From an optimization exercise on the open Yosys and OpenROAD flow, aimed at a short achievable clock period and few clock cycles; shortcuts taken in it are not production practice.
In this exercise RTL edits were held to simulation tests only and were not proved equivalent to the original.

Design TourLogic, start of the top module:
module TourLogic(clk,rst_n,x_start,y_start,go,done,indx,move);
  input clk,rst_n;
  input [2:0] x_start, y_start;
  input logic go;
  input [4:0] indx;
  output logic done;
  output logic [7:0] move;
  logic        busy;           
  logic [24:0] vis;            
  logic [24:0] cur;            
  logic [4:0]  depth;          
  logic [7:0]  mask;           
  logic [7:0]  stk [0:23];     
  assign done = busy & (depth == 5'd24);
  assign move = stk[5'd23 - indx];
  wire [24:0] unv = ~vis;
  logic [24:0] f0, f1, f2;
  wire cz1 = ~(unv[7]) & ~(unv[11]);
  wire co1 = (~(unv[7]) & (unv[11])) | ((unv[7]) & ~(unv[11]));
  wire ct1 = (~(unv[7]) & 1'b0) | ((unv[7]) & (unv[11])) | (1'b0 & ~(unv[11]));
  assign f0[0] = cz1; assign f1[0] = co1; assign f2[0] = ct1;
  wire cz2 = ~(unv[8]) & ~(unv[10]);
  wire co2 = (~(unv[8]) & (unv[10])) | ((unv[8]) & ~(unv[10]));
  wire ct2 = (~(unv[8]) & 1'b0) | ((unv[8]) & (unv[10])) | (1'b0 & ~(unv[10]));
  wire cz3 = cz2 & ~(unv[12]);
  wire co3 = (cz2 & (unv[12])) | (co2 & ~(unv[12]));
  wire ct3 = (cz2 & 1'b0) | (co2 & (unv[12])) | (ct2 & ~(unv[12]));
  assign f0[1] = cz3; assign f1[1] = co3; assign f2[1] = ct3;
  wire cz4 = ~(unv[9]) & ~(unv[5]);
  wire co4 = (~(unv[9]) & (unv[5])) | ((unv[9]) & ~(unv[5]));
  wire ct4 = (~(unv[9]) & 1'b0) | ((unv[9]) & (unv[5])) | (1'b0 & ~(unv[5]));
  wire cz5 = ~(unv[11]) & ~(unv[13]);
  wire co5 = (~(unv[11]) & (unv[13])) | ((unv[11]) & ~(unv[13]));
  wire ct5 = (~(unv[11]) & 1'b0) | ((unv[11]) & (unv[13])) | (1'b0 & ~(unv[13]));
  wire cz6 = cz4 & cz5;
  wire co6 = (cz4 & co5) | (co4 & cz5);
  wire ct6 = (cz4 & ct5) | (co4 & co5) | (ct4 & cz5);
  assign f0[2] = cz6; assign f1[2] = co6; assign f2[2] = ct6;
  wire cz7 = ~(unv[6]) & ~(unv[12]);
  wire co7 = (~(unv[6]) & (unv[12])) | ((unv[6]) & ~(unv[12]));
  ...
make LEC_CHECK=0 CAP_MARGIN=20 CORE_MARGIN=2 CORE_UTILIZATION=40 SLEW_MARGIN=20 finish   # period 10.0 ns
run.sh (not shown) runs the stock make flow with config.mk's settings and CLKGATE_MAP_FILE= SYNTH_SCRIPT=/design/flow/synth_recipe.tcl, a recipe that flattens the netlist after the stock synthesis.
Testbench counts at the start, summed over its fixed seeds: cycles 3,993.
==> next run, changes <==
ABC_CLOCK_PERIOD_IN_PS = 4000   (was not set)
SETUP_SLACK_MARGIN = 5   (was not set)
Final area rose by 26%.
Clock skew fell by 0.014 ns.
Sequential cell count does not change.

========
Another version of the RTL of TourLogic (not shown whole).
For scale: roughly 520 flip-flops, roughly 23 I/O pins, roughly 0.044 mm^2 of cells after synthesis.
Design TourLogic, start of the top module:
module TourLogic(clk,rst_n,x_start,y_start,go,done,indx,move);
clock: 10.0 ns
lec_check: 0
abc_clock_period_in_ps: 4000
cap_margin: 20
core_margin: 2
core_utilization: 22
place_density: 0.4
setup_slack_margin: 5
slew_margin: 20
Testbench counts at the start, summed over its fixed seeds: cycles 3,615.
Change:
CORE_UTILIZATION = 25   (was 22)
PLACE_DENSITY = 0.45   (was 0.4)
Wire length climbs by 5.6%; synthesized cell count stays the same; area after synthesis is unchanged; sequential cell count is unchanged; cell count drops by 2.7%; via count climbs by 2.5%; design area climbs by 2.3%; count of clock-buffer cells in the layout climbs by 6; global-route usage climbs by 6.1 points.

========
Another version of the RTL of TourLogic (not shown whole).
Size in the first run: roughly 4400 cells after synthesis, ~450 flip-flops, roughly 23 I/O pins.
export LEC_CHECK = 0
export ABC_CLOCK_PERIOD_IN_PS = 4000
export CAP_MARGIN = 20
export CORE_MARGIN = 2
export CORE_UTILIZATION = 25
export PLACE_DENSITY = 0.45
export SETUP_SLACK_MARGIN = 5
export SLEW_MARGIN = 20
create_clock -name core_clock -period 10.0 [get_ports {clk}]
The first run finished with timing, DRC and antenna clean.
Testbench counts at the start, summed over its fixed seeds: cycles 3,615.
==> next run, changes <==
Settings changed: CORE_UTILIZATION 25 to 22, PLACE_DENSITY 0.45 to 0.4.
What happened: The new run completed without violations; design area increases by 2.6%; area after synthesis stays the same; via count stays flat; register-to-register slack improved by 90 ps; die area increases by 13%; utilization decreases by 3.6 points; first-iteration DRC count decreases by 15%; global-route usage decreases by 2.3 points; routed wire length increases by 4.8%.

[static timing again, ports no longer ideal]
No port has a modelled driver above. Below, the same layouts with a new extraction and two added sets of constraints.
Step 1, drivers: a clkbuf_16 drives clk and a buf_2 each remaining input, both assumed.
Step 2 moves the port delays by t, midway between the first and last clock arrival at a register: inputs arrive t later, outputs are due t later. That takes back most of the time a late clock gives input paths.
a / b / c = ideal / step 1 / step 2; a / b = the first two.
run | shift t [ns] | setup WS [ns] | clock arrival spread, ns | worst data-port slew with drivers (ns) | cell pins on the clock port's net
the first run of note 1 | 0.619 | 1.072 / 1.072 / 1.072 | 0.030 / 0.031 | 0.05 | 1
the second run of note 1 | 0.626 | 3.492 / 3.492 / 3.492 | 0.017 / 0.016 | 0.06 | 1
the first run of note 2 | 0.728 | 4.074 / 4.074 / 3.908 | 0.047 / 0.048 | 0.30 | 1
the second run of note 2 | 0.769 | 3.981 / 3.981 / 3.690 | 0.076 / 0.076 | 0.28 | 1
the first run of note 3 | 0.669 | 3.848 / 3.848 / 3.848 | 0.047 / 0.047 | 0.46 | 1
the second run of note 3 | 0.685 | 3.941 / 3.941 / 3.905 | 0.048 / 0.049 | 0.52 | 1
After both steps every run listed still meets setup and hold. The setup slack of the second run of note 2, which loses most, moves by 0.000 ns with the drivers and by -0.291 ns with both steps.
